This design comes from an exercise in tuning for small area, a short achievable clock period and few clock cycles per item on the open sky130 flow, not from production work.
The RTL was checked by simulation tests, not by an equivalence proof against the original design.
Power and IR drop assume default switching activity.

### flow/config.mk
export PLATFORM = sky130hd
export DESIGN_NAME = MUL_radix_4
export DESIGN_NICKNAME = MUL_radix_4
export VERILOG_FILES = /design/flow/design.v
export SDC_FILE = /design/flow/constraint.sdc
export NUM_CORES = 4
export LEC_CHECK = 0
export CAP_MARGIN = 20
export CORE_MARGIN = 2
export CORE_UTILIZATION = 32
export SETUP_SLACK_MARGIN = 4.3
export SLEW_MARGIN = 20
export SYNTH_HIERARCHICAL = 1
export TNS_END_PERCENT = 10
export BUFFER_PORTS_ARGS = -buffer_cell sky130_fd_sc_hd__buf_2
### flow/constraint.sdc
create_clock -name core_clock -period 8.0 [get_ports {clock}]
set_input_delay 1.6000 -clock core_clock [delete_from_list [all_inputs] [get_ports {clock}]]
set_output_delay 1.6000 -clock core_clock [all_outputs]
set_load 0.01 [all_outputs]
### flow/design.v
module MUL_radix_4 (
  input clock, reset,
  input flush,
  output in_ready,
  input in_valid,
  input [1:0] in_sign,
  input [31:0] in_a, in_b,
  input out_ready,
  output out_valid,
  output [63:0] out_prod
);
  reg v0, v1, v2;
  reg full;               
  wire en2 = ~v2 | out_ready;
  wire en1 = ~v1 | en2;
  wire en0 = ~v0 | en1;
  assign in_ready = ~full | out_ready;
  assign out_valid = v2;
  wire kill = reset | flush;
  wire v0n = ~kill & (en0 ? in_valid : v0);
  wire v1n = ~kill & (en1 ? v0 : v1);
  wire v2n = ~kill & (en2 ? v1 : v2);
  always @(posedge clock) begin
    v0 <= v0n;
    v1 <= v1n;
    v2 <= v2n;
    full <= v0n & v1n & v2n;
  end
  wire sa_in = in_sign[1] & in_a[31];
  wire sb_in = in_sign[0] & in_b[31];
  wire [34:0] ae_in = {{3{sa_in}}, in_a};
  wire [34:0] ae2_in = {ae_in[33:0], 1'b0};
  wire [34:0] a3_in;
  wire [34:0] tg0 = ae_in & ae2_in, tp0 = ae_in ^ ae2_in;
  wire tG1 = tg0[1] | (tp0[1] & tg0[0]); wire tP1 = tp0[1] & tp0[0];
  wire tG2 = tg0[3] | (tp0[3] & tg0[2]); wire tP2 = tp0[3] & tp0[2];
  wire tG3 = tg0[5] | (tp0[5] & tg0[4]); wire tP3 = tp0[5] & tp0[4];
  wire tG4 = tg0[7] | (tp0[7] & tg0[6]); wire tP4 = tp0[7] & tp0[6];
  wire tG5 = tg0[9] | (tp0[9] & tg0[8]); wire tP5 = tp0[9] & tp0[8];
  wire tG6 = tg0[11] | (tp0[11] & tg0[10]); wire tP6 = tp0[11] & tp0[10];
  wire tG7 = tg0[13] | (tp0[13] & tg0[12]); wire tP7 = tp0[13] & tp0[12];
  wire tG8 = tg0[15] | (tp0[15] & tg0[14]); wire tP8 = tp0[15] & tp0[14];
  wire tG9 = tg0[17] | (tp0[17] & tg0[16]); wire tP9 = tp0[17] & tp0[16];
  wire tG10 = tg0[19] | (tp0[19] & tg0[18]); wire tP10 = tp0[19] & tp0[18];
  wire tG11 = tg0[21] | (tp0[21] & tg0[20]); wire tP11 = tp0[21] & tp0[20];
  wire tG12 = tg0[23] | (tp0[23] & tg0[22]); wire tP12 = tp0[23] & tp0[22];
  wire tG13 = tg0[25] | (tp0[25] & tg0[24]); wire tP13 = tp0[25] & tp0[24];
  wire tG14 = tg0[27] | (tp0[27] & tg0[26]); wire tP14 = tp0[27] & tp0[26];
  wire tG15 = tg0[29] | (tp0[29] & tg0[28]); wire tP15 = tp0[29] & tp0[28];
  wire tG16 = tg0[31] | (tp0[31] & tg0[30]); wire tP16 = tp0[31] & tp0[30];
  wire tG17 = tg0[33] | (tp0[33] & tg0[32]); wire tP17 = tp0[33] & tp0[32];
  wire tG18 = tg0[2] | (tp0[2] & tG1); wire tP18 = tp0[2] & tP1;
  wire tG19 = tG2 | (tP2 & tG1); wire tP19 = tP2 & tP1;
  wire tG20 = tg0[6] | (tp0[6] & tG3); wire tP20 = tp0[6] & tP3;
  wire tG21 = tG4 | (tP4 & tG3); wire tP21 = tP4 & tP3;
  wire tG22 = tg0[10] | (tp0[10] & tG5); wire tP22 = tp0[10] & tP5;
  wire tG23 = tG6 | (tP6 & tG5); wire tP23 = tP6 & tP5;
  wire tG24 = tg0[14] | (tp0[14] & tG7); wire tP24 = tp0[14] & tP7;
  wire tG25 = tG8 | (tP8 & tG7); wire tP25 = tP8 & tP7;
  wire tG26 = tg0[18] | (tp0[18] & tG9); wire tP26 = tp0[18] & tP9;
  wire tG27 = tG10 | (tP10 & tG9); wire tP27 = tP10 & tP9;
  wire tG28 = tg0[22] | (tp0[22] & tG11); wire tP28 = tp0[22] & tP11;
  wire tG29 = tG12 | (tP12 & tG11); wire tP29 = tP12 & tP11;
  wire tG30 = tg0[26] | (tp0[26] & tG13); wire tP30 = tp0[26] & tP13;
  wire tG31 = tG14 | (tP14 & tG13); wire tP31 = tP14 & tP13;
  wire tG32 = tg0[30] | (tp0[30] & tG15); wire tP32 = tp0[30] & tP15;
  wire tG33 = tG16 | (tP16 & tG15); wire tP33 = tP16 & tP15;
  wire tG34 = tg0[34] | (tp0[34] & tG17); wire tP34 = tp0[34] & tP17;
  wire tG35 = tg0[4] | (tp0[4] & tG19); wire tP35 = tp0[4] & tP19;
  wire tG36 = tG3 | (tP3 & tG19); wire tP36 = tP3 & tP19;
  wire tG37 = tG20 | (tP20 & tG19); wire tP37 = tP20 & tP19;
  wire tG38 = tG21 | (tP21 & tG19); wire tP38 = tP21 & tP19;
  wire tG39 = tg0[12] | (tp0[12] & tG23); wire tP39 = tp0[12] & tP23;
  wire tG40 = tG7 | (tP7 & tG23); wire tP40 = tP7 & tP23;
  wire tG41 = tG24 | (tP24 & tG23); wire tP41 = tP24 & tP23;
  wire tG42 = tG25 | (tP25 & tG23); wire tP42 = tP25 & tP23;
  wire tG43 = tg0[20] | (tp0[20] & tG27); wire tP43 = tp0[20] & tP27;
  wire tG44 = tG11 | (tP11 & tG27); wire tP44 = tP11 & tP27;
  wire tG45 = tG28 | (tP28 & tG27); wire tP45 = tP28 & tP27;
  wire tG46 = tG29 | (tP29 & tG27); wire tP46 = tP29 & tP27;
  wire tG47 = tg0[28] | (tp0[28] & tG31); wire tP47 = tp0[28] & tP31;
  wire tG48 = tG15 | (tP15 & tG31); wire tP48 = tP15 & tP31;
  wire tG49 = tG32 | (tP32 & tG31); wire tP49 = tP32 & tP31;
  wire tG50 = tG33 | (tP33 & tG31); wire tP50 = tP33 & tP31;
  wire tG51 = tg0[8] | (tp0[8] & tG38); wire tP51 = tp0[8] & tP38;
  wire tG52 = tG5 | (tP5 & tG38); wire tP52 = tP5 & tP38;
  wire tG53 = tG22 | (tP22 & tG38); wire tP53 = tP22 & tP38;
  wire tG54 = tG23 | (tP23 & tG38); wire tP54 = tP23 & tP38;
  wire tG55 = tG39 | (tP39 & tG38); wire tP55 = tP39 & tP38;
  wire tG56 = tG40 | (tP40 & tG38); wire tP56 = tP40 & tP38;
  wire tG57 = tG41 | (tP41 & tG38); wire tP57 = tP41 & tP38;
  wire tG58 = tG42 | (tP42 & tG38); wire tP58 = tP42 & tP38;
  wire tG59 = tg0[24] | (tp0[24] & tG46); wire tP59 = tp0[24] & tP46;
  wire tG60 = tG13 | (tP13 & tG46); wire tP60 = tP13 & tP46;
  wire tG61 = tG30 | (tP30 & tG46); wire tP61 = tP30 & tP46;
  wire tG62 = tG31 | (tP31 & tG46); wire tP62 = tP31 & tP46;
  wire tG63 = tG47 | (tP47 & tG46); wire tP63 = tP47 & tP46;
  wire tG64 = tG48 | (tP48 & tG46); wire tP64 = tP48 & tP46;
  wire tG65 = tG49 | (tP49 & tG46); wire tP65 = tP49 & tP46;
  wire tG66 = tG50 | (tP50 & tG46); wire tP66 = tP50 & tP46;
  wire tG67 = tg0[16] | (tp0[16] & tG58); wire tP67 = tp0[16] & tP58;
  wire tG68 = tG9 | (tP9 & tG58); wire tP68 = tP9 & tP58;
  wire tG69 = tG26 | (tP26 & tG58); wire tP69 = tP26 & tP58;
  wire tG70 = tG27 | (tP27 & tG58); wire tP70 = tP27 & tP58;
  wire tG71 = tG43 | (tP43 & tG58); wire tP71 = tP43 & tP58;
  wire tG72 = tG44 | (tP44 & tG58); wire tP72 = tP44 & tP58;
  wire tG73 = tG45 | (tP45 & tG58); wire tP73 = tP45 & tP58;
  wire tG74 = tG46 | (tP46 & tG58); wire tP74 = tP46 & tP58;
  wire tG75 = tG59 | (tP59 & tG58); wire tP75 = tP59 & tP58;
  wire tG76 = tG60 | (tP60 & tG58); wire tP76 = tP60 & tP58;
  wire tG77 = tG61 | (tP61 & tG58); wire tP77 = tP61 & tP58;
  wire tG78 = tG62 | (tP62 & tG58); wire tP78 = tP62 & tP58;
  wire tG79 = tG63 | (tP63 & tG58); wire tP79 = tP63 & tP58;
  wire tG80 = tG64 | (tP64 & tG58); wire tP80 = tP64 & tP58;
  wire tG81 = tG65 | (tP65 & tG58); wire tP81 = tP65 & tP58;
  wire tG82 = tG66 | (tP66 & tG58); wire tP82 = tP66 & tP58;
  wire tG83 = tg0[32] | (tp0[32] & tG82); wire tP83 = tp0[32] & tP82;
  wire tG84 = tG17 | (tP17 & tG82); wire tP84 = tP17 & tP82;
  wire tG85 = tG34 | (tP34 & tG82); wire tP85 = tP34 & tP82;
  assign a3_in = {tp0[34] ^ tG84, tp0[33] ^ tG83, tp0[32] ^ tG82, tp0[31] ^ tG81, tp0[30] ^ tG80, tp0[29] ^ tG79, tp0[28] ^ tG78, tp0[27] ^ tG77, tp0[26] ^ tG76, tp0[25] ^ tG75, tp0[24] ^ tG74, tp0[23] ^ tG73, tp0[22] ^ tG72, tp0[21] ^ tG71, tp0[20] ^ tG70, tp0[19] ^ tG69, tp0[18] ^ tG68, tp0[17] ^ tG67, tp0[16] ^ tG58, tp0[15] ^ tG57, tp0[14] ^ tG56, tp0[13] ^ tG55, tp0[12] ^ tG54, tp0[11] ^ tG53, tp0[10] ^ tG52, tp0[9] ^ tG51, tp0[8] ^ tG38, tp0[7] ^ tG37, tp0[6] ^ tG36, tp0[5] ^ tG35, tp0[4] ^ tG19, tp0[3] ^ tG18, tp0[2] ^ tG1, tp0[1] ^ tg0[0], tp0[0]};
  wire [35:0] bx_in = {{3{sb_in}}, in_b, 1'b0};    
  reg [32:0] a;           
  reg [34:0] a3;          
  reg [10:0] neg, sel1, sel2, sel3, sel4;
  wire [10:0] neg_in, sel1_in, sel2_in, sel3_in, sel4_in;
  genvar j;
  generate for (j = 0; j < 11; j = j + 1) begin : g_rec
    wire x3 = bx_in[3*j+3], x2 = bx_in[3*j+2], x1 = bx_in[3*j+1], x0 = bx_in[3*j];
    wire y2 = x2 ^ x3, y1 = x1 ^ x3, y0 = x0 ^ x3;
    assign neg_in[j] = x3;
    assign sel1_in[j] = ~y2 & (y1 ^ y0);
    assign sel2_in[j] = (~y2 & y1 & y0) | (y2 & ~y1 & ~y0);
    assign sel3_in[j] = y2 & (y1 ^ y0);
    assign sel4_in[j] = y2 & y1 & y0;
  end endgenerate
  always @(posedge clock) begin
    if (en0) begin
      a <= ae_in[32:0];
      a3 <= a3_in;
      neg <= neg_in;
      sel1 <= sel1_in;
      sel2 <= sel2_in;
      sel3 <= sel3_in;
      sel4 <= sel4_in;
    end
  end
  wire [34:0] m1 = {{2{a[32]}}, a};
  wire [34:0] m2 = {a[32], a, 1'b0};
  wire [34:0] m4 = {a, 2'b0};
  wire [34:0] pp [0:10];
  generate for (j = 0; j < 11; j = j + 1) begin : g_pp
    assign pp[j] = (({35{sel1[j]}} & m1) | ({35{sel2[j]}} & m2) |
                    ({35{sel3[j]}} & a3) | ({35{sel4[j]}} & m4)) ^ {35{neg[j]}};
  end endgenerate
  wire s1, k2;
  wire s3, k4;
  wire s5, k6;
  wire s7, k8;
  wire s9, k10;
  wire s11, k12;
  wire s13, k14;
  wire s15, k16;
  wire s17, k18;
  wire s19, k20;
  wire s21, k22;
  wire s23, k24;
  wire s25, k26;
  wire s27, k28;
  wire s29, k30;
  wire s31, k32;
  wire s33, k34;
  wire s35, k36;
  wire s37, k38;
  wire s39, k40;
  wire s41, k42;
  wire s43, k44;
  wire s45, k46;
  wire s47, k48;
  wire s49, k50;
  wire s51, k52;
  wire s53, k54;
  wire s55, k56;
  wire s57, k58;
  wire s59, k60;
  wire s61, k62;
  wire s63, k64;
  wire s65, k66;
  wire s67, k68;
  wire s69, k70;
  wire s71, k72;
  wire s73, k74;
  wire s75, k76;
  wire s77, k78;
  wire s79, k80;
  wire s81, k82;
  wire s83, k84;
  wire s85, k86;
  wire s87, k88;
  wire s89, k90;
  wire s91, k92;
  wire s93, k94;
  wire s95, k96;
  wire s97, k98;
  wire s99, k100;
  wire s101, k102;
  wire s103, k104;
  wire s105, k106;
  wire s107, k108;
  wire s109, k110;
  wire s111, k112;
  wire s113, k114;
  wire s115, k116;
  wire s117, k118;
  wire s119, k120;
  wire s121, k122;
  wire s123, k124;
  wire s125, k126;
  wire s127, k128;
  wire s129, k130;
  wire s131, k132;
  wire s133, k134;
  wire s135, k136;
  wire s137, k138;
  wire s139, k140;
  wire s141, k142;
  wire s143, k144;
  wire s145, k146;
  wire s147, k148;
  wire s149, k150;
  wire s151, k152;
  wire s153, k154;
  wire s155, k156;
  wire s157, k158;
  wire s159, k160;
  wire s161, k162;
  wire s163, k164;
  wire s165, k166;
  wire s167, k168;
  wire s169, k170;
  wire s171, k172;
  wire s173, k174;
  wire s175, k176;
  wire s177, k178;
  wire s179, k180;
  wire s181, k182;
  wire s183, k184;
  wire s185, k186;
  wire s187, k188;
  wire s189, k190;
  wire s191, k192;
  wire s193, k194;
  wire s195, k196;
  wire s197, k198;
  wire s199, k200;
  wire s201, k202;
  wire s203, k204;
  wire s205, k206;
  wire s207, k208;
  wire s209, k210;
  wire s211, k212;
  wire s213, k214;
  wire s215, k216;
  wire s217, k218;
  wire s219, k220;
  wire s221, k222;
  wire s223, k224;
  wire s225, k226;
  wire s227, k228;
  wire s229, k230;
  wire s231, k232;
  wire s233, k234;
  wire s235, k236;
  wire s237, k238;
  wire s239, k240;
  wire s241, k242;
  wire s243, k244;
  wire s245, k246;
  wire s247, k248;
  wire s249, k250;
  wire s251, k252;
  wire s253, k254;
  wire s255, k256;
  wire s257, k258;
  wire s259, k260;
  wire s261, k262;
  wire s263, k264;
  wire s265, k266;
  wire s267, k268;
  wire s269, k270;
  wire s271, k272;
  wire s273, k274;
  wire s275, k276;
  wire s277, k278;
  wire s279, k280;
  wire s281, k282;
  wire s283, k284;
  wire s285, k286;
  wire s287, k288;
  wire s289, k290;
  wire s291, k292;
  wire s293, k294;
  wire s295, k296;
  wire s297, k298;
  wire s299, k300;
  wire s301, k302;
  wire s303, k304;
  wire s305, k306;
  wire s307, k308;
  wire s309, k310;
  wire s311, k312;
  wire s313, k314;
  wire s315, k316;
  wire s317, k318;
  wire s319, k320;
  wire s321, k322;
  wire s323, k324;
  wire s325, k326;
  wire s327, k328;
  wire s329, k330;
  wire s331, k332;
  wire s333, k334;
  wire s335, k336;
  wire s337, k338;
  wire s339, k340;
  wire s341, k342;
  wire s343, k344;
  wire s345, k346;
  wire s347, k348;
  wire s349, k350;
  wire s351, k352;
  wire s353, k354;
  wire s355, k356;
  wire s357, k358;
  wire s359, k360;
  wire s361, k362;
  wire s363, k364;
  wire s365, k366;
  wire s367, k368;
  wire s369, k370;
  wire s371, k372;
  wire s373, k374;
  wire s375, k376;
  wire s377, k378;
  wire s379, k380;
  wire s381, k382;
  wire s383, k384;
  wire s385, k386;
  wire s387, k388;
  wire s389, k390;
  wire s391, k392;
  wire s393, k394;
  wire s395, k396;
  wire s397, k398;
  wire s399, k400;
  wire s401, k402;
  wire s403, k404;
  wire s405, k406;
  wire s407, k408;
  wire s409, k410;
  wire s411, k412;
  wire s413, k414;
  wire s415, k416;
  wire s417, k418;
  wire s419, k420;
  wire s421, k422;
  wire s423, k424;
  wire s425, k426;
  wire s427, k428;
  wire s429, k430;
  wire s431, k432;
  wire s433, k434;
  wire s435, k436;
  wire s437, k438;
  wire s439, k440;
  wire s441, k442;
  wire s443, k444;
  wire s445, k446;
  wire s447, k448;
  wire s449, k450;
  wire s451, k452;
  wire s453, k454;
  wire s455, k456;
  wire s457, k458;
  wire s459, k460;
  wire s461, k462;
  wire s463, k464;
  wire s465, k466;
  wire s467, k468;
  wire s469, k470;
  wire s471, k472;
  wire s473, k474;
  wire s475, k476;
  wire s477, k478;
  wire s479, k480;
  wire s481, k482;
  wire s483, k484;
  wire s485, k486;
  wire s487, k488;
  wire s489, k490;
  wire s491, k492;
  wire s493, k494;
  wire s495, k496;
  wire s497, k498;
  wire s499, k500;
  wire s501, k502;
  wire s503, k504;
  wire s505, k506;
  wire s507, k508;
  wire s509, k510;
  wire s511, k512;
  wire s513, k514;
  wire s515, k516;
  wire s517, k518;
  wire s519, k520;
  wire s521, k522;
  wire s523, k524;
  wire s525, k526;
  wire s527, k528;
  wire s529, k530;
  wire s531, k532;
  wire s533, k534;
  wire s535, k536;
  wire s537, k538;
  wire s539, k540;
  wire s541, k542;
  wire s543, k544;
  wire s545, k546;
  wire s547, k548;
  wire s549, k550;
  wire s551, k552;
  wire s553, k554;
  wire s555, k556;
  wire s557, k558;
  wire s559, k560;
  wire s561, k562;
  wire s563, k564;
  wire s565, k566;
  wire s567, k568;
  wire s569, k570;
  wire s571, k572;
  wire s573, k574;
  wire s575, k576;
  wire s577, k578;
  wire s579, k580;
  wire s581, k582;
  wire s583, k584;
  wire s585, k586;
  wire s587, k588;
  wire s589, k590;
  wire s591, k592;
  wire s593, k594;
  wire s595, k596;
  wire s597, k598;
  wire s599, k600;
  wire s601, k602;
  wire s603, k604;
  wire s605, k606;
  wire s607, k608;
  wire s609, k610;
  wire s611, k612;
  wire s613, k614;
  wire s615, k616;
  wire s617, k618;
  wire s619, k620;
  mul_ha us1 (neg[1], pp[0][3], s1, k2);
  mul_ha us3 (pp[0][4], pp[1][1], s3, k4);
  mul_ha us5 (pp[0][5], pp[1][2], s5, k6);
  mul_ha us7 (neg[2], pp[0][6], s7, k8);
  mul_fa us9 (pp[1][3], pp[2][0], k6, s9, k10);
  mul_ha us11 (pp[0][7], pp[1][4], s11, k12);
  mul_fa us13 (pp[2][1], k8, s11, s13, k14);
  mul_ha us15 (pp[0][8], pp[1][5], s15, k16);
  mul_fa us17 (pp[2][2], k12, s15, s17, k18);
  mul_ha us19 (neg[3], pp[0][9], s19, k20);
  mul_fa us21 (pp[1][6], pp[2][3], pp[3][0], s21, k22);
  mul_fa us23 (k16, s19, s21, s23, k24);
  mul_ha us25 (pp[0][10], pp[1][7], s25, k26);
  mul_fa us27 (pp[2][4], pp[3][1], k20, s27, k28);
  mul_fa us29 (s25, k22, s27, s29, k30);
  mul_ha us31 (pp[0][11], pp[1][8], s31, k32);
  mul_fa us33 (pp[2][5], pp[3][2], k26, s33, k34);
  mul_fa us35 (s31, k28, s33, s35, k36);
  mul_ha us37 (neg[4], pp[0][12], s37, k38);
  mul_fa us39 (pp[1][9], pp[2][6], pp[3][3], s39, k40);
  mul_fa us41 (pp[4][0], k32, s37, s41, k42);
  mul_fa us43 (s39, k34, s41, s43, k44);
  mul_ha us45 (pp[0][13], pp[1][10], s45, k46);
  mul_fa us47 (pp[2][7], pp[3][4], pp[4][1], s47, k48);
  mul_fa us49 (k38, s45, k40, s49, k50);
  mul_fa us51 (s47, k42, s49, s51, k52);
  mul_ha us53 (pp[0][14], pp[1][11], s53, k54);
  mul_fa us55 (pp[2][8], pp[3][5], pp[4][2], s55, k56);
  mul_fa us57 (k46, s53, k48, s57, k58);
  mul_fa us59 (s55, k50, s57, s59, k60);
  mul_ha us61 (neg[5], pp[0][15], s61, k62);
  mul_fa us63 (pp[1][12], pp[2][9], pp[3][6], s63, k64);
  mul_fa us65 (pp[4][3], pp[5][0], k54, s65, k66);
  mul_fa us67 (s61, k56, s63, s67, k68);
  mul_fa us69 (s65, k58, s67, s69, k70);
  mul_ha us71 (pp[0][16], pp[1][13], s71, k72);
  mul_fa us73 (pp[2][10], pp[3][7], pp[4][4], s73, k74);
  mul_fa us75 (pp[5][1], k62, s71, s75, k76);
  mul_fa us77 (k64, s73, k66, s77, k78);
  mul_fa us79 (s75, k68, s77, s79, k80);
  mul_ha us81 (pp[0][17], pp[1][14], s81, k82);
  mul_fa us83 (pp[2][11], pp[3][8], pp[4][5], s83, k84);
  mul_fa us85 (pp[5][2], k72, s81, s85, k86);
  mul_fa us87 (k74, s83, k76, s87, k88);
  mul_fa us89 (s85, k78, s87, s89, k90);
  mul_ha us91 (neg[6], pp[0][18], s91, k92);
  mul_fa us93 (pp[1][15], pp[2][12], pp[3][9], s93, k94);
  mul_fa us95 (pp[4][6], pp[5][3], pp[6][0], s95, k96);
  mul_fa us97 (k82, s91, k84, s97, k98);
  mul_fa us99 (s93, s95, k86, s99, k100);
  mul_fa us101 (s97, k88, s99, s101, k102);
  mul_ha us103 (pp[0][19], pp[1][16], s103, k104);
  mul_fa us105 (pp[2][13], pp[3][10], pp[4][7], s105, k106);
  mul_fa us107 (pp[5][4], pp[6][1], k92, s107, k108);
  mul_fa us109 (s103, k94, k96, s109, k110);
  mul_fa us111 (s105, s107, k98, s111, k112);
  mul_fa us113 (s109, k100, s111, s113, k114);
  mul_ha us115 (pp[0][20], pp[1][17], s115, k116);
  mul_fa us117 (pp[2][14], pp[3][11], pp[4][8], s117, k118);
  mul_fa us119 (pp[5][5], pp[6][2], k104, s119, k120);
  mul_fa us121 (s115, k106, s117, s121, k122);
  mul_fa us123 (k108, s119, k110, s123, k124);
  mul_fa us125 (s121, k112, s123, s125, k126);
  mul_ha us127 (neg[7], pp[0][21], s127, k128);
  mul_fa us129 (pp[1][18], pp[2][15], pp[3][12], s129, k130);
  mul_fa us131 (pp[4][9], pp[5][6], pp[6][3], s131, k132);
  mul_fa us133 (pp[7][0], k116, s127, s133, k134);
  mul_fa us135 (k118, s129, s131, s135, k136);
  mul_fa us137 (k120, s133, k122, s137, k138);
  mul_fa us139 (s135, k124, s137, s139, k140);
  mul_ha us141 (pp[0][22], pp[1][19], s141, k142);
  mul_fa us143 (pp[2][16], pp[3][13], pp[4][10], s143, k144);
  mul_fa us145 (pp[5][7], pp[6][4], pp[7][1], s145, k146);
  mul_fa us147 (k128, s141, k130, s147, k148);
  mul_fa us149 (k132, s143, s145, s149, k150);
  mul_fa us151 (k134, k136, s147, s151, k152);
  mul_fa us153 (s149, k138, s151, s153, k154);
  mul_ha us155 (pp[0][23], pp[1][20], s155, k156);
  mul_fa us157 (pp[2][17], pp[3][14], pp[4][11], s157, k158);
  mul_fa us159 (pp[5][8], pp[6][5], pp[7][2], s159, k160);
  mul_fa us161 (k142, s155, k144, s161, k162);
  mul_fa us163 (k146, s157, s159, s163, k164);
  mul_fa us165 (k148, k150, s161, s165, k166);
  mul_fa us167 (s163, k152, s165, s167, k168);
  mul_ha us169 (neg[8], pp[0][24], s169, k170);
  mul_fa us171 (pp[1][21], pp[2][18], pp[3][15], s171, k172);
  mul_fa us173 (pp[4][12], pp[5][9], pp[6][6], s173, k174);
  mul_fa us175 (pp[7][3], pp[8][0], k156, s175, k176);
  mul_fa us177 (s169, k158, k160, s177, k178);
  mul_fa us179 (s171, s173, s175, s179, k180);
  mul_fa us181 (k162, k164, s177, s181, k182);
  mul_fa us183 (s179, k166, s181, s183, k184);
  mul_fa us185 (pp[0][25], pp[1][22], pp[2][19], s185, k186);
  mul_fa us187 (pp[3][16], pp[4][13], pp[5][10], s187, k188);
  mul_fa us189 (pp[6][7], pp[7][4], pp[8][1], s189, k190);
  mul_fa us191 (k170, k172, k174, s191, k192);
  mul_fa us193 (s185, s187, s189, s193, k194);
  mul_fa us195 (k176, k178, s191, s195, k196);
  mul_fa us197 (s193, k180, k182, s197, k198);
  mul_ha us199 (pp[0][26], pp[1][23], s199, k200);
  mul_fa us201 (pp[2][20], pp[3][17], pp[4][14], s201, k202);
  mul_fa us203 (pp[5][11], pp[6][8], pp[7][5], s203, k204);
  mul_fa us205 (pp[8][2], s199, k186, s205, k206);
  mul_fa us207 (k188, k190, s201, s207, k208);
  mul_fa us209 (s203, k192, k194, s209, k210);
  mul_fa us211 (s205, s207, k196, s211, k212);
  mul_ha us213 (neg[9], pp[0][27], s213, k214);
  mul_fa us215 (pp[1][24], pp[2][21], pp[3][18], s215, k216);
  mul_fa us217 (pp[4][15], pp[5][12], pp[6][9], s217, k218);
  mul_fa us219 (pp[7][6], pp[8][3], pp[9][0], s219, k220);
  mul_fa us221 (k200, s213, k202, s221, k222);
  mul_fa us223 (k204, s215, s217, s223, k224);
  mul_fa us225 (s219, k206, k208, s225, k226);
  mul_fa us227 (s221, s223, k210, s227, k228);
  mul_ha us229 (pp[0][28], pp[1][25], s229, k230);
  mul_fa us231 (pp[2][22], pp[3][19], pp[4][16], s231, k232);
  mul_fa us233 (pp[5][13], pp[6][10], pp[7][7], s233, k234);
  mul_fa us235 (pp[8][4], pp[9][1], k214, s235, k236);
  mul_fa us237 (s229, k216, k218, s237, k238);
  mul_fa us239 (k220, s231, s233, s239, k240);
  mul_fa us241 (s235, k222, k224, s241, k242);
  mul_fa us243 (s237, s239, k226, s243, k244);
  mul_ha us245 (pp[0][29], pp[1][26], s245, k246);
  mul_fa us247 (pp[2][23], pp[3][20], pp[4][17], s247, k248);
  mul_fa us249 (pp[5][14], pp[6][11], pp[7][8], s249, k250);
  mul_fa us251 (pp[8][5], pp[9][2], k230, s251, k252);
  mul_fa us253 (s245, k232, k234, s253, k254);
  mul_fa us255 (s247, s249, k236, s255, k256);
  mul_fa us257 (s251, k238, k240, s257, k258);
  mul_fa us259 (s253, s255, k242, s259, k260);
  mul_ha us261 (neg[10], pp[0][30], s261, k262);
  mul_fa us263 (pp[1][27], pp[2][24], pp[3][21], s263, k264);
  mul_fa us265 (pp[4][18], pp[5][15], pp[6][12], s265, k266);
  mul_fa us267 (pp[7][9], pp[8][6], pp[9][3], s267, k268);
  mul_fa us269 (pp[10][0], k246, s261, s269, k270);
  mul_fa us271 (k248, k250, s263, s271, k272);
  mul_fa us273 (s265, s267, k252, s273, k274);
  mul_fa us275 (s269, k254, s271, s275, k276);
  mul_fa us277 (k256, s273, k258, s277, k278);
  mul_ha us279 (pp[0][31], pp[1][28], s279, k280);
  mul_fa us281 (pp[2][25], pp[3][22], pp[4][19], s281, k282);
  mul_fa us283 (pp[5][16], pp[6][13], pp[7][10], s283, k284);
  mul_fa us285 (pp[8][7], pp[9][4], pp[10][1], s285, k286);
  mul_fa us287 (k262, s279, k264, s287, k288);
  mul_fa us289 (k266, k268, s281, s289, k290);
  mul_fa us291 (s283, s285, k270, s291, k292);
  mul_fa us293 (k272, s287, s289, s293, k294);
  mul_fa us295 (k274, s291, k276, s295, k296);
  mul_ha us297 (pp[0][32], pp[1][29], s297, k298);
  mul_fa us299 (pp[2][26], pp[3][23], pp[4][20], s299, k300);
  mul_fa us301 (pp[5][17], pp[6][14], pp[7][11], s301, k302);
  mul_fa us303 (pp[8][8], pp[9][5], pp[10][2], s303, k304);
  mul_fa us305 (k280, s297, k282, s305, k306);
  mul_fa us307 (k284, k286, s299, s307, k308);
  mul_fa us309 (s301, s303, k288, s309, k310);
  mul_fa us311 (k290, s305, s307, s311, k312);
  mul_fa us313 (k292, s309, k294, s313, k314);
  mul_ha us315 (pp[0][33], pp[1][30], s315, k316);
  mul_fa us317 (pp[2][27], pp[3][24], pp[4][21], s317, k318);
  mul_fa us319 (pp[5][18], pp[6][15], pp[7][12], s319, k320);
  mul_fa us321 (pp[8][9], pp[9][6], pp[10][3], s321, k322);
  mul_fa us323 (k298, s315, k300, s323, k324);
  mul_fa us325 (k302, k304, s317, s325, k326);
  mul_fa us327 (s319, s321, k306, s327, k328);
  mul_fa us329 (k308, s323, s325, s329, k330);
  mul_fa us331 (k310, s327, k312, s331, k332);
  mul_ha us333 (pp[1][31], pp[2][28], s333, k334);
  mul_fa us335 (pp[3][25], pp[4][22], pp[5][19], s335, k336);
  mul_fa us337 (pp[6][16], pp[7][13], pp[8][10], s337, k338);
  mul_fa us339 (pp[9][7], pp[10][4], pp[0][34], s339, k340);
  mul_fa us341 (k316, s333, k318, s341, k342);
  mul_fa us343 (k320, k322, s335, s343, k344);
  mul_fa us345 (s337, s339, k324, s345, k346);
  mul_fa us347 (k326, s341, s343, s347, k348);
  mul_fa us349 (k328, s345, k330, s349, k350);
  mul_ha us351 (pp[2][29], pp[3][26], s351, k352);
  mul_fa us353 (pp[4][23], pp[5][20], pp[6][17], s353, k354);
  mul_fa us355 (pp[7][14], pp[8][11], pp[9][8], s355, k356);
  mul_fa us357 (pp[10][5], ~pp[0][34], ~pp[1][32], s357, k358);
  mul_fa us359 (k334, s351, k336, s359, k360);
  mul_fa us361 (k338, k340, s353, s361, k362);
  mul_fa us363 (s355, s357, k342, s363, k364);
  mul_fa us365 (k344, s359, s361, s365, k366);
  mul_fa us367 (k346, s363, k348, s367, k368);
  mul_ha us369 (pp[2][30], pp[3][27], s369, k370);
  mul_fa us371 (pp[4][24], pp[5][21], pp[6][18], s371, k372);
  mul_fa us373 (pp[7][15], pp[8][12], pp[9][9], s373, k374);
  mul_fa us375 (pp[10][6], pp[1][32], ~pp[1][33], s375, k376);
  mul_fa us377 (k352, s369, k354, s377, k378);
  mul_fa us379 (k356, k358, s371, s379, k380);
  mul_fa us381 (s373, s375, k360, s381, k382);
  mul_fa us383 (k362, s377, s379, s383, k384);
  mul_fa us385 (k364, s381, k366, s385, k386);
  mul_ha us387 (~pp[1][34], pp[2][31], s387, k388);
  mul_fa us389 (pp[3][28], pp[4][25], pp[5][22], s389, k390);
  mul_fa us391 (pp[6][19], pp[7][16], pp[8][13], s391, k392);
  mul_fa us393 (pp[9][10], pp[10][7], pp[1][33], s393, k394);
  mul_fa us395 (k370, s387, k372, s395, k396);
  mul_fa us397 (k374, k376, s389, s397, k398);
  mul_fa us399 (s391, s393, k378, s399, k400);
  mul_fa us401 (k380, s395, s397, s401, k402);
  mul_fa us403 (k382, s399, k384, s403, k404);
  mul_ha us405 (pp[3][29], pp[4][26], s405, k406);
  mul_fa us407 (pp[5][23], pp[6][20], pp[7][17], s407, k408);
  mul_fa us409 (pp[8][14], pp[9][11], pp[10][8], s409, k410);
  mul_fa us411 (~pp[2][32], k388, s405, s411, k412);
  mul_fa us413 (k390, k392, k394, s413, k414);
  mul_fa us415 (s407, s409, s411, s415, k416);
  mul_fa us417 (k396, k398, s413, s417, k418);
  mul_fa us419 (s415, k400, k402, s419, k420);
  mul_ha us421 (pp[3][30], pp[4][27], s421, k422);
  mul_fa us423 (pp[5][24], pp[6][21], pp[7][18], s423, k424);
  mul_fa us425 (pp[8][15], pp[9][12], pp[10][9], s425, k426);
  mul_fa us427 (pp[2][32], ~pp[2][33], k406, s427, k428);
  mul_fa us429 (s421, k408, k410, s429, k430);
  mul_fa us431 (s423, s425, k412, s431, k432);
  mul_fa us433 (s427, k414, s429, s433, k434);
  mul_fa us435 (k416, s431, k418, s435, k436);
  mul_ha us437 (~pp[2][34], pp[3][31], s437, k438);
  mul_fa us439 (pp[4][28], pp[5][25], pp[6][22], s439, k440);
  mul_fa us441 (pp[7][19], pp[8][16], pp[9][13], s441, k442);
  mul_fa us443 (pp[10][10], pp[2][33], k422, s443, k444);
  mul_fa us445 (s437, k424, k426, s445, k446);
  mul_fa us447 (s439, s441, k428, s447, k448);
  mul_fa us449 (s443, k430, s445, s449, k450);
  mul_fa us451 (k432, s447, k434, s451, k452);
  mul_ha us453 (pp[4][29], pp[5][26], s453, k454);
  mul_fa us455 (pp[6][23], pp[7][20], pp[8][17], s455, k456);
  mul_fa us457 (pp[9][14], pp[10][11], ~pp[3][32], s457, k458);
  mul_fa us459 (k438, s453, k440, s459, k460);
  mul_fa us461 (k442, s455, s457, s461, k462);
  mul_fa us463 (k444, k446, s459, s463, k464);
  mul_fa us465 (s461, k448, k450, s465, k466);
  mul_fa us467 (pp[4][30], pp[5][27], pp[6][24], s467, k468);
  mul_fa us469 (pp[7][21], pp[8][18], pp[9][15], s469, k470);
  mul_fa us471 (pp[10][12], pp[3][32], ~pp[3][33], s471, k472);
  mul_fa us473 (k454, k456, k458, s473, k474);
  mul_fa us475 (s467, s469, s471, s475, k476);
  mul_fa us477 (k460, k462, s473, s477, k478);
  mul_fa us479 (s475, k464, s477, s479, k480);
  mul_fa us481 (~pp[3][34], pp[4][31], pp[5][28], s481, k482);
  mul_fa us483 (pp[6][25], pp[7][22], pp[8][19], s483, k484);
  mul_fa us485 (pp[9][16], pp[10][13], pp[3][33], s485, k486);
  mul_fa us487 (k468, k470, k472, s487, k488);
  mul_fa us489 (s481, s483, s485, s489, k490);
  mul_fa us491 (k474, k476, s487, s491, k492);
  mul_fa us493 (s489, k478, s491, s493, k494);
  mul_fa us495 (pp[5][29], pp[6][26], pp[7][23], s495, k496);
  mul_fa us497 (pp[8][20], pp[9][17], pp[10][14], s497, k498);
  mul_fa us499 (~pp[4][32], k482, k484, s499, k500);
  mul_fa us501 (k486, s495, s497, s501, k502);
  mul_fa us503 (k488, k490, s499, s503, k504);
  mul_fa us505 (s501, k492, s503, s505, k506);
  mul_fa us507 (pp[5][30], pp[6][27], pp[7][24], s507, k508);
  mul_fa us509 (pp[8][21], pp[9][18], pp[10][15], s509, k510);
  mul_fa us511 (pp[4][32], ~pp[4][33], k496, s511, k512);
  mul_fa us513 (k498, s507, s509, s513, k514);
  mul_fa us515 (k500, k502, s511, s515, k516);
  mul_fa us517 (s513, k504, s515, s517, k518);
  mul_fa us519 (~pp[4][34], pp[5][31], pp[6][28], s519, k520);
  mul_fa us521 (pp[7][25], pp[8][22], pp[9][19], s521, k522);
  mul_fa us523 (pp[10][16], pp[4][33], k508, s523, k524);
  mul_fa us525 (k510, s519, s521, s525, k526);
  mul_fa us527 (k512, k514, s523, s527, k528);
  mul_fa us529 (s525, k516, s527, s529, k530);
  mul_fa us531 (pp[6][29], pp[7][26], pp[8][23], s531, k532);
  mul_fa us533 (pp[9][20], pp[10][17], ~pp[5][32], s533, k534);
  mul_fa us535 (k520, k522, s531, s535, k536);
  mul_fa us537 (s533, k524, k526, s537, k538);
  mul_fa us539 (s535, k528, s537, s539, k540);
  mul_fa us541 (pp[6][30], pp[7][27], pp[8][24], s541, k542);
  mul_fa us543 (pp[9][21], pp[10][18], pp[5][32], s543, k544);
  mul_fa us545 (~pp[5][33], k532, k534, s545, k546);
  mul_fa us547 (s541, s543, k536, s547, k548);
  mul_fa us549 (s545, k538, s547, s549, k550);
  mul_fa us551 (~pp[5][34], pp[6][31], pp[7][28], s551, k552);
  mul_fa us553 (pp[8][25], pp[9][22], pp[10][19], s553, k554);
  mul_fa us555 (pp[5][33], k542, k544, s555, k556);
  mul_fa us557 (s551, s553, k546, s557, k558);
  mul_fa us559 (s555, k548, s557, s559, k560);
  mul_fa us561 (pp[7][29], pp[8][26], pp[9][23], s561, k562);
  mul_fa us563 (pp[10][20], ~pp[6][32], k552, s563, k564);
  mul_fa us565 (k554, s561, k556, s565, k566);
  mul_fa us567 (s563, k558, s565, s567, k568);
  mul_fa us569 (pp[7][30], pp[8][27], pp[9][24], s569, k570);
  mul_fa us571 (pp[10][21], pp[6][32], ~pp[6][33], s571, k572);
  mul_fa us573 (k562, s569, s571, s573, k574);
  mul_fa us575 (k564, s573, k566, s575, k576);
  mul_fa us577 (~pp[6][34], pp[7][31], pp[8][28], s577, k578);
  mul_fa us579 (pp[9][25], pp[10][22], pp[6][33], s579, k580);
  mul_fa us581 (k570, k572, s577, s581, k582);
  mul_fa us583 (s579, k574, s581, s583, k584);
  mul_fa us585 (pp[8][29], pp[9][26], pp[10][23], s585, k586);
  mul_fa us587 (~pp[7][32], k578, k580, s587, k588);
  mul_fa us589 (s585, k582, s587, s589, k590);
  mul_fa us591 (pp[8][30], pp[9][27], pp[10][24], s591, k592);
  mul_fa us593 (pp[7][32], ~pp[7][33], k586, s593, k594);
  mul_fa us595 (s591, k588, s593, s595, k596);
  mul_fa us597 (~pp[7][34], pp[8][31], pp[9][28], s597, k598);
  mul_fa us599 (pp[10][25], pp[7][33], k592, s599, k600);
  mul_fa us601 (s597, k594, s599, s601, k602);
  mul_fa us603 (pp[9][29], pp[10][26], ~pp[8][32], s603, k604);
  mul_fa us605 (k598, s603, k600, s605, k606);
  mul_fa us607 (pp[9][30], pp[10][27], pp[8][32], s607, k608);
  mul_fa us609 (~pp[8][33], k604, s607, s609, k610);
  mul_fa us611 (~pp[8][34], pp[9][31], pp[10][28], s611, k612);
  mul_fa us613 (pp[8][33], k608, s611, s613, k614);
  mul_fa us615 (pp[10][29], ~pp[9][32], k612, s615, k616);
  mul_fa us617 (pp[10][30], pp[9][32], ~pp[9][33], s617, k618);
  mul_fa us619 (~pp[9][34], pp[10][31], pp[9][33], s619, k620);
  reg [63:0] c0, c1, c2;
  always @(posedge clock) begin
    if (en1) begin
      c0[0] <= pp[0][0];
      c1[0] <= neg[0];
      c0[1] <= pp[0][1];
      c0[2] <= pp[0][2];
      c0[3] <= pp[1][0];
      c1[3] <= s1;
      c0[4] <= k2;
      c1[4] <= s3;
      c0[5] <= k4;
      c1[5] <= s5;
      c0[6] <= s7;
      c1[6] <= s9;
      c0[7] <= k10;
      c1[7] <= s13;
      c0[8] <= k14;
      c1[8] <= s17;
      c0[9] <= k18;
      c1[9] <= s23;
      c0[10] <= k24;
      c1[10] <= s29;
      c0[11] <= k30;
      c1[11] <= s35;
      c0[12] <= k36;
      c1[12] <= s43;
      c0[13] <= k44;
      c1[13] <= s51;
      c0[14] <= k52;
      c1[14] <= s59;
      c0[15] <= k60;
      c1[15] <= s69;
      c0[16] <= k70;
      c1[16] <= s79;
      c0[17] <= k80;
      c1[17] <= s89;
      c0[18] <= k90;
      c1[18] <= s101;
      c0[19] <= k102;
      c1[19] <= s113;
      c0[20] <= k114;
      c1[20] <= s125;
      c0[21] <= k126;
      c1[21] <= s139;
      c0[22] <= k140;
      c1[22] <= s153;
      c0[23] <= k154;
      c1[23] <= s167;
      c0[24] <= k168;
      c1[24] <= s183;
      c0[25] <= s195;
      c1[25] <= k184;
      c2[25] <= s197;
      c0[26] <= s209;
      c1[26] <= k198;
      c2[26] <= s211;
      c0[27] <= s225;
      c1[27] <= k212;
      c2[27] <= s227;
      c0[28] <= s241;
      c1[28] <= k228;
      c2[28] <= s243;
      c0[29] <= s257;
      c1[29] <= k244;
      c2[29] <= s259;
      c0[30] <= s275;
      c1[30] <= k260;
      c2[30] <= s277;
      c0[31] <= s293;
      c1[31] <= k278;
      c2[31] <= s295;
      c0[32] <= s311;
      c1[32] <= k296;
      c2[32] <= s313;
      c0[33] <= s329;
      c1[33] <= k314;
      c2[33] <= s331;
      c0[34] <= s347;
      c1[34] <= k332;
      c2[34] <= s349;
      c0[35] <= s365;
      c1[35] <= k350;
      c2[35] <= s367;
      c0[36] <= s383;
      c1[36] <= k368;
      c2[36] <= s385;
      c0[37] <= s401;
      c1[37] <= k386;
      c2[37] <= s403;
      c0[38] <= s417;
      c1[38] <= k404;
      c2[38] <= s419;
      c0[39] <= s433;
      c1[39] <= k420;
      c2[39] <= s435;
      c0[40] <= s449;
      c1[40] <= k436;
      c2[40] <= s451;
      c0[41] <= s463;
      c1[41] <= k452;
      c2[41] <= s465;
      c0[42] <= k466;
      c1[42] <= s479;
      c0[43] <= k480;
      c1[43] <= s493;
      c0[44] <= k494;
      c1[44] <= s505;
      c0[45] <= k506;
      c1[45] <= s517;
      c0[46] <= k518;
      c1[46] <= s529;
      c0[47] <= k530;
      c1[47] <= s539;
      c0[48] <= k540;
      c1[48] <= s549;
      c0[49] <= k550;
      c1[49] <= s559;
      c0[50] <= k560;
      c1[50] <= s567;
      c0[51] <= k568;
      c1[51] <= s575;
      c0[52] <= k576;
      c1[52] <= s583;
      c0[53] <= k584;
      c1[53] <= s589;
      c0[54] <= k590;
      c1[54] <= s595;
      c0[55] <= k596;
      c1[55] <= s601;
      c0[56] <= k602;
      c1[56] <= s605;
      c0[57] <= k606;
      c1[57] <= s609;
      c0[58] <= k610;
      c1[58] <= s613;
      c0[59] <= k614;
      c1[59] <= s615;
      c0[60] <= k616;
      c1[60] <= s617;
      c0[61] <= k618;
      c1[61] <= s619;
      c0[62] <= k620;
      c1[62] <= ~pp[10][32];
      c0[63] <= pp[10][32];
      c1[63] <= ~pp[10][33];
    end
  end
  wire [63:0] r0 = {c0[63], c0[62], c0[61], c0[60], c0[59], c0[58], c0[57], c0[56], c0[55], c0[54], c0[53], c0[52], c0[51], c0[50], c0[49], c0[48], c0[47], c0[46], c0[45], c0[44], c0[43], c0[42], c0[41], c0[40], c0[39], c0[38], c0[37], c0[36], c0[35], c0[34], c0[33], c0[32], c0[31], c0[30], c0[29], c0[28], c0[27], c0[26], c0[25], c0[24], c0[23], c0[22], c0[21], c0[20], c0[19], c0[18], c0[17], c0[16], c0[15], c0[14], c0[13], c0[12], c0[11], c0[10], c0[9], c0[8], c0[7], c0[6], c0[5], c0[4], c0[3], c0[2], c0[1], c0[0]};
  wire [63:0] r1 = {c1[63], c1[62], c1[61], c1[60], c1[59], c1[58], c1[57], c1[56], c1[55], c1[54], c1[53], c1[52], c1[51], c1[50], c1[49], c1[48], c1[47], c1[46], c1[45], c1[44], c1[43], c1[42], c1[41], c1[40], c1[39], c1[38], c1[37], c1[36], c1[35], c1[34], c1[33], c1[32], c1[31], c1[30], c1[29], c1[28], c1[27], c1[26], c1[25], c1[24], c1[23], c1[22], c1[21], c1[20], c1[19], c1[18], c1[17], c1[16], c1[15], c1[14], c1[13], c1[12], c1[11], c1[10], c1[9], c1[8], c1[7], c1[6], c1[5], c1[4], c1[3], 1'b0, 1'b0, c1[0]};
  wire [63:0] r2 = {1'b0, 1'b0, 1'b0, 1'b0, 1'b0, 1'b0, 1'b0, 1'b0, 1'b0, 1'b0, 1'b0, 1'b0, 1'b0, 1'b0, 1'b0, 1'b0, 1'b0, 1'b0, 1'b0, 1'b0, 1'b0, 1'b0, c2[41], c2[40], c2[39], c2[38], c2[37], c2[36], c2[35], c2[34], c2[33], c2[32], c2[31], c2[30], c2[29], c2[28], c2[27], c2[26], c2[25], 1'b0, 1'b0, 1'b0, 1'b0, 1'b0, 1'b0, 1'b0, 1'b0, 1'b0, 1'b0, 1'b0, 1'b0, 1'b0, 1'b0, 1'b0, 1'b0, 1'b0, 1'b0, 1'b0, 1'b0, 1'b0, 1'b0, 1'b0, 1'b0, 1'b0};
  wire s621, k622;
  wire s623, k624;
  wire s625, k626;
  wire s627, k628;
  wire s629, k630;
  wire s631, k632;
  wire s633, k634;
  wire s635, k636;
  wire s637, k638;
  wire s639, k640;
  wire s641, k642;
  wire s643, k644;
  wire s645, k646;
  wire s647, k648;
  wire s649, k650;
  wire s651, k652;
  wire s653, k654;
  wire s655, k656;
  wire s657, k658;
  wire s659, k660;
  wire s661, k662;
  wire s663, k664;
  wire s665, k666;
  wire s667, k668;
  wire s669, k670;
  wire s671, k672;
  wire s673, k674;
  wire s675, k676;
  wire s677, k678;
  wire s679, k680;
  wire s681, k682;
  wire s683, k684;
  wire s685, k686;
  wire s687, k688;
  wire s689, k690;
  wire s691, k692;
  wire s693, k694;
  wire s695, k696;
  wire s697, k698;
  mul_ha us621 (c0[25], c1[25], s621, k622);
  mul_fa us623 (c0[26], c1[26], c2[26], s623, k624);
  mul_fa us625 (c0[27], c1[27], c2[27], s625, k626);
  mul_fa us627 (c0[28], c1[28], c2[28], s627, k628);
  mul_fa us629 (c0[29], c1[29], c2[29], s629, k630);
  mul_fa us631 (c0[30], c1[30], c2[30], s631, k632);
  mul_fa us633 (c0[31], c1[31], c2[31], s633, k634);
  mul_fa us635 (c0[32], c1[32], c2[32], s635, k636);
  mul_fa us637 (c0[33], c1[33], c2[33], s637, k638);
  mul_fa us639 (c0[34], c1[34], c2[34], s639, k640);
  mul_fa us641 (c0[35], c1[35], c2[35], s641, k642);
  mul_fa us643 (c0[36], c1[36], c2[36], s643, k644);
  mul_fa us645 (c0[37], c1[37], c2[37], s645, k646);
  mul_fa us647 (c0[38], c1[38], c2[38], s647, k648);
  mul_fa us649 (c0[39], c1[39], c2[39], s649, k650);
  mul_fa us651 (c0[40], c1[40], c2[40], s651, k652);
  mul_fa us653 (c0[41], c1[41], c2[41], s653, k654);
  mul_ha us655 (c0[42], c1[42], s655, k656);
  mul_ha us657 (c0[43], c1[43], s657, k658);
  mul_ha us659 (c0[44], c1[44], s659, k660);
  mul_ha us661 (c0[45], c1[45], s661, k662);
  mul_ha us663 (c0[46], c1[46], s663, k664);
  mul_ha us665 (c0[47], c1[47], s665, k666);
  mul_ha us667 (c0[48], c1[48], s667, k668);
  mul_ha us669 (c0[49], c1[49], s669, k670);
  mul_ha us671 (c0[50], c1[50], s671, k672);
  mul_ha us673 (c0[51], c1[51], s673, k674);
  mul_ha us675 (c0[52], c1[52], s675, k676);
  mul_ha us677 (c0[53], c1[53], s677, k678);
  mul_ha us679 (c0[54], c1[54], s679, k680);
  mul_ha us681 (c0[55], c1[55], s681, k682);
  mul_ha us683 (c0[56], c1[56], s683, k684);
  mul_ha us685 (c0[57], c1[57], s685, k686);
  mul_ha us687 (c0[58], c1[58], s687, k688);
  mul_ha us689 (c0[59], c1[59], s689, k690);
  mul_ha us691 (c0[60], c1[60], s691, k692);
  mul_ha us693 (c0[61], c1[61], s693, k694);
  mul_ha us695 (c0[62], c1[62], s695, k696);
  mul_ha us697 (c0[63], c1[63], s697, k698);
  wire [63:0] ra = {k696, k694, k692, k690, k688, k686, k684, k682, k680, k678, k676, k674, k672, k670, k668, k666, k664, k662, k660, k658, k656, k654, k652, k650, k648, k646, k644, k642, k640, k638, k636, k634, k632, k630, k628, k626, k624, k622, c2[25], c0[24], c0[23], c0[22], c0[21], c0[20], c0[19], c0[18], c0[17], c0[16], c0[15], c0[14], c0[13], c0[12], c0[11], c0[10], c0[9], c0[8], c0[7], c0[6], c0[5], c0[4], c0[3], c0[2], c0[1], c0[0]};
  wire [63:0] rb = {s697, s695, s693, s691, s689, s687, s685, s683, s681, s679, s677, s675, s673, s671, s669, s667, s665, s663, s661, s659, s657, s655, s653, s651, s649, s647, s645, s643, s641, s639, s637, s635, s633, s631, s629, s627, s625, s623, s621, c1[24], c1[23], c1[22], c1[21], c1[20], c1[19], c1[18], c1[17], c1[16], c1[15], c1[14], c1[13], c1[12], c1[11], c1[10], c1[9], c1[8], c1[7], c1[6], c1[5], c1[4], c1[3], 1'b0, 1'b0, c1[0]};
  wire [63:0] sum = ra + rb;
  reg [63:0] prod;
  always @(posedge clock) begin
    if (en2) prod <= sum;
  end
  assign out_prod = prod;
endmodule
module mul_fa (input x, y, z, output s, c);
  assign s = x ^ y ^ z;
  assign c = (x & y) | (x & z) | (y & z);
endmodule
module mul_ha (input x, y, output s, c);
  assign s = x ^ y;
  assign c = x & y;
endmodule
### flow/flow/run.sh
#!/bin/bash
# The standard layout (standard.sh, unchanged synthesis), with the port buffers that
# buffer_ports inserts made plain buf_2 cells instead of its default delay-cell choice.
set -euo pipefail
echo 'export BUFFER_PORTS_ARGS = -buffer_cell sky130_fd_sc_hd__buf_2' >> config.mk
bash standard.sh > standard.log 2>&1
### flow/standard.sh
#!/bin/bash
# synth_recipe.tcl (not shown) runs the flow's synth.tcl, then flattens the netlist and writes it again
# the make line also repeats each setting of config.mk as NAME=value (left out here)
make -C /OpenROAD-flow-scripts/flow DESIGN_CONFIG=/design/flow/config.mk WORK_HOME=/design/flow/orfs CLKGATE_MAP_FILE= SYNTH_SCRIPT=/design/flow/synth_recipe.tcl "${@:-finish}"
==> key figures <==
Global routing
  • Overflow after GRT: 0
  • Antenna violations before repair: 11
  • Largest net degree at the start of global routing: 80
  • Vias in the first global route: 26100
  • First-pass GRT wire length: 172 mm
  • Global Route Usage Sum: 0.210

Power
  • Leak: 0.0139 uW
  • Power Dens Cells: 449 nW/um^2
  • Overall power consumption: 16900 uW
  • Worst vdd ir: 281 uV

Timing
  • Final Max Slew Viols: 0
  • Final period util: 0.471
  • Final hold vios: 0
  • Hold slack: 0.525 ns
  • Measured slew at the worst slew-check pin: 0.976 ns
  • RSZ-0062 raised after global routing: yes
  • Setup Viol. Count Final: 0
  • Clock Skew: 0.0388 ns
  • Max frequency: 265 MHz
  • Slew HR: 0.350
  • Crit path time final: 3.77 ns
  • Sum Neg Setup Slack: 0 ns

Worst setup path
  • WP data required: 8.27 ns
  • Worst r2r dst: c1[46]
  • CP Launch Type: register
  • FF-to-FF Start: sel3[10]
  • R2R depth: 8
  • WP data arrival: 4.04 ns
  • Critical Path End Type: register
  • R2r setup slk: 4.23 ns
  • Setup crit start: sel3[10]
  • CP max FO: 34
  • Worst setup path category: register to register

Status
  • Outcome: no timing/DRC/antenna violations

Yosys
  • Adder-cell share of the synthesized area: 0.232
  • Mux contribution to synthesized area: 0
  • EDFF count, synth: 328
  • Post-synth design cell area: 33500 um^2
  • Post-Syn Area per Cell: 11.0 um^2
  • Largest family of logic cells by synthesized area: compound AO/OA/AOI/OAI gates
  • Post-synth ARST share: 0
  • FF+latch count, synth: 332
  • Top cells by area, synth: edfxtp_1 29%, fa_1 17%, xnor2_1 11%
  • Leading area contributor after synthesis: edfxtp_1
  • Synth cell types: 70
  • Synth Area in Compound Gates: 0.241
  • Synth Flop Type: edfxtp_1
  • Xor/xnor share of the synthesized area: 0.128
  • Top cell type's share of synthesized area: 0.294
  • Post-synth net total: 3576
  • Yosys warns: 7
  • Synthesized instance count: 3058
  • Simple-gate share of the synthesized area: 0.0484
  • Sequential area share after synthesis: 0.296

Clocking
  • Hold_buf cts: 0
  • Worst skew pair latency: 0.60 ns
  • H-tree levels: 2
  • CTS tree: built
  • Num CTS Buffers: 38
  • Clk root buf: clkbuf_16
  • CTS Buffer Depth: 3
  • Clk sink count: 332
  • Clock slew at reported path FFs: 0.06 ns

Layout
  • P&R area growth vs syn: 12.6%
  • Fraction of layout cells with a size suffix above 1: 0.156
  • Final core utilization: 0.364
  • Nets: 3523

Placed design
  • I/O Buffers: 136
  • GPL Wtd Cong: 0.904
  • Placed wire-length estimate: 75.5 mm

Min path
  • WHS Endpoint: v2
  • HP Class: register to register
  • Hold path startpoint: v1
  • WHS Path Cells: 2

Job
  • Max-cap violations: 0

Routing
  • TritonRoute pass-1 iters: 7
  • DRT iter0 DRCs: 3464
  • DRC: 0
  • Remaining antenna violation count: 0
  • Total Wirelength: 116 mm
  • Vias per std cell: 6.12
  • Via count: 27000
  • WL/cell: 26.3 um

Floorplan
  • Core footprint: 104000 um^2
  • Die ar.: 107000 um^2
  • Site row count: 118
  • Die height: 328 um
  • Initial Util: 0.323
  • Ports: 137
  • Die width: 328 um
[how the worst max path moves through the flow]
stage / end / slack (ns)
after floorplan: c0[0] / 3.62
after global placement: a3[33] / 2.81
after detailed placement: a3[33] / 2.79
after CTS: c1[44] / 4.23
after global routing: a3[33] / 4.15
final: c1[46] / 4.23
[cell families after synthesis]
kind of cell	count (synthesis)
flip-flops	332
buffers and inverters	470
AO/OA/AOI/OAI	1006
AND/OR/NAND/NOR	313
adder cells (fa/ha/maj)	447
XOR/XNOR	490
[area by class of cell]
cell class | count | area, um^2
fill | 10200 | 65900
multi-input combinational | 2256 | 22200
sequential | 332 | 9930
timing repair buffer | 323 | 2410
tap | 1380 | 1730
clock buffer | 45 | 1010
clock inverter | 24 | 255
inverter | 54 | 206
antenna | 2 | 5.00
[synth_stat cells, types with 11 or more instances]
library cell and n:
xnor2_1 421, clkbuf_1 395, a221oi_1 333, a22o_1 331, edfxtp_1 328, fa_1 292, ha_1 155, nand2_1 97
a21oi_1 87, o21ai_0 75, xor2_1 69, nor2_1 58, inv_1 54, a22oi_1 34, a21o_1 32, nand2b_1 23
nand3_1 23, nor2b_1 22, nand4_1 20, o21bai_1 17, a31oi_1 15, buf_1 15, nor3_1 12, a222oi_1 11
[modules after synthesis (local to each module, per instance)]
module       area, um^2  copies in the design
mul_fa             20.0                   288
mul_ha             12.5                    61
MUL_radix_4       27000                     1
[sequential cells by signal, summed over array words and instances (netlist names)]
name	cells
c0	64
prod	64
c1	62
a3	35
a	31
c2	17
neg	11
sel1	11
sel2	11
sel3	11
sel4	11
full	1
v0	1
v1	1
v2	1
[stage by stage]
step	worst slack, ns	cells	cell area (um^2)
3_5_place_dp	2.79	4253	35100
6_report	4.23	4416	37700
3_3_place_gp	2.81	4253	35100
2_1_floorplan	3.62	3058	33500
5_1_grt	4.15	4416	37700
4_1_cts	4.23	4397	37000
[layer usage]
| layer | track usage | vias to the layer above | wire length [um] |
|---|---|---|---|
| met5 | 0 | - | 105 |
| met4 | 0.0657 | 10 | 5050 |
| met3 | 0.0673 | 377 | 13900 |
| met2 | 0.323 | 1645 | 50500 |
| met1 | 0.280 | 13500 | 46500 |
| li1 | - | 11500 | - |
[critical path, stage by stage (launching register included)]
cell,delay [ns]
edfxtp_1,0.37
buf_6,0.21
a22o_1,0.24
a221oi_1,0.25
xnor2_1,0.25
fa_1,0.54
fa_1,0.46
fa_1,0.52
fa_1,0.60
[report_power, final]
part | switching (uW) | internal (uW) | total [uW]
combinational | 6840 | 4750 | 11600
clock | 738 | 1040 | 1780
sequential | 258 | 3310 | 3570
total | 7830 | 9100 | 16900
[layout by cell type, fill, tap and decap left out, types with 52 or more instances in the layout]
cell type  netlist  routed
o21ai_0         75      74
xnor2_1        421     421
nor2_1          58      58
a21oi_1         87      80
a22o_1         331     331
xor2_1          69      68
nand2_1         97      96
fa_1           292     285
inv_1           54      52
ha_1           155     147
buf_2            4     135
edfxtp_1       328     328
a221oi_1       333     306
buf_4            0     130
[what timing repair did]
action                                  CTS  global route
pin swaps                                 8            22
setup buffers                            75            16
endpoints found under the setup margin   51            75
resized for setup                        20           125
gates cloned                              0             1
Testbench counts, summed over its fixed seeds: cycles 536, items 512.

==> separate check: timing with driven ports <==
How much do the figures lean on ideal ports? The routed layout below was timed once more, with nothing changed but the port constraints.
Step 1 sets driving cells, clkbuf_16 on the clock port and buf_2 on the other inputs (assumed; they add their load-dependent delay and slew).
Step 2 times the ports against the registers' clock, not the clock port: input delays grow and output delays shrink by t, the midpoint of the rising clock arrivals with the driver on.
a / b / c = no drivers / after step 1 / after step 2; a / b = the first two.
t, ns: 0.655
setup slack, ns: 4.230 / 4.230 / 3.655
worst setup path at the end: input to register
worst data-port slew with drivers (ns): 0.11
After both steps this run still meets setup and hold. For this run, drivers alone change the setup slack by 0.000 ns; drivers and shift together by -0.575 ns.
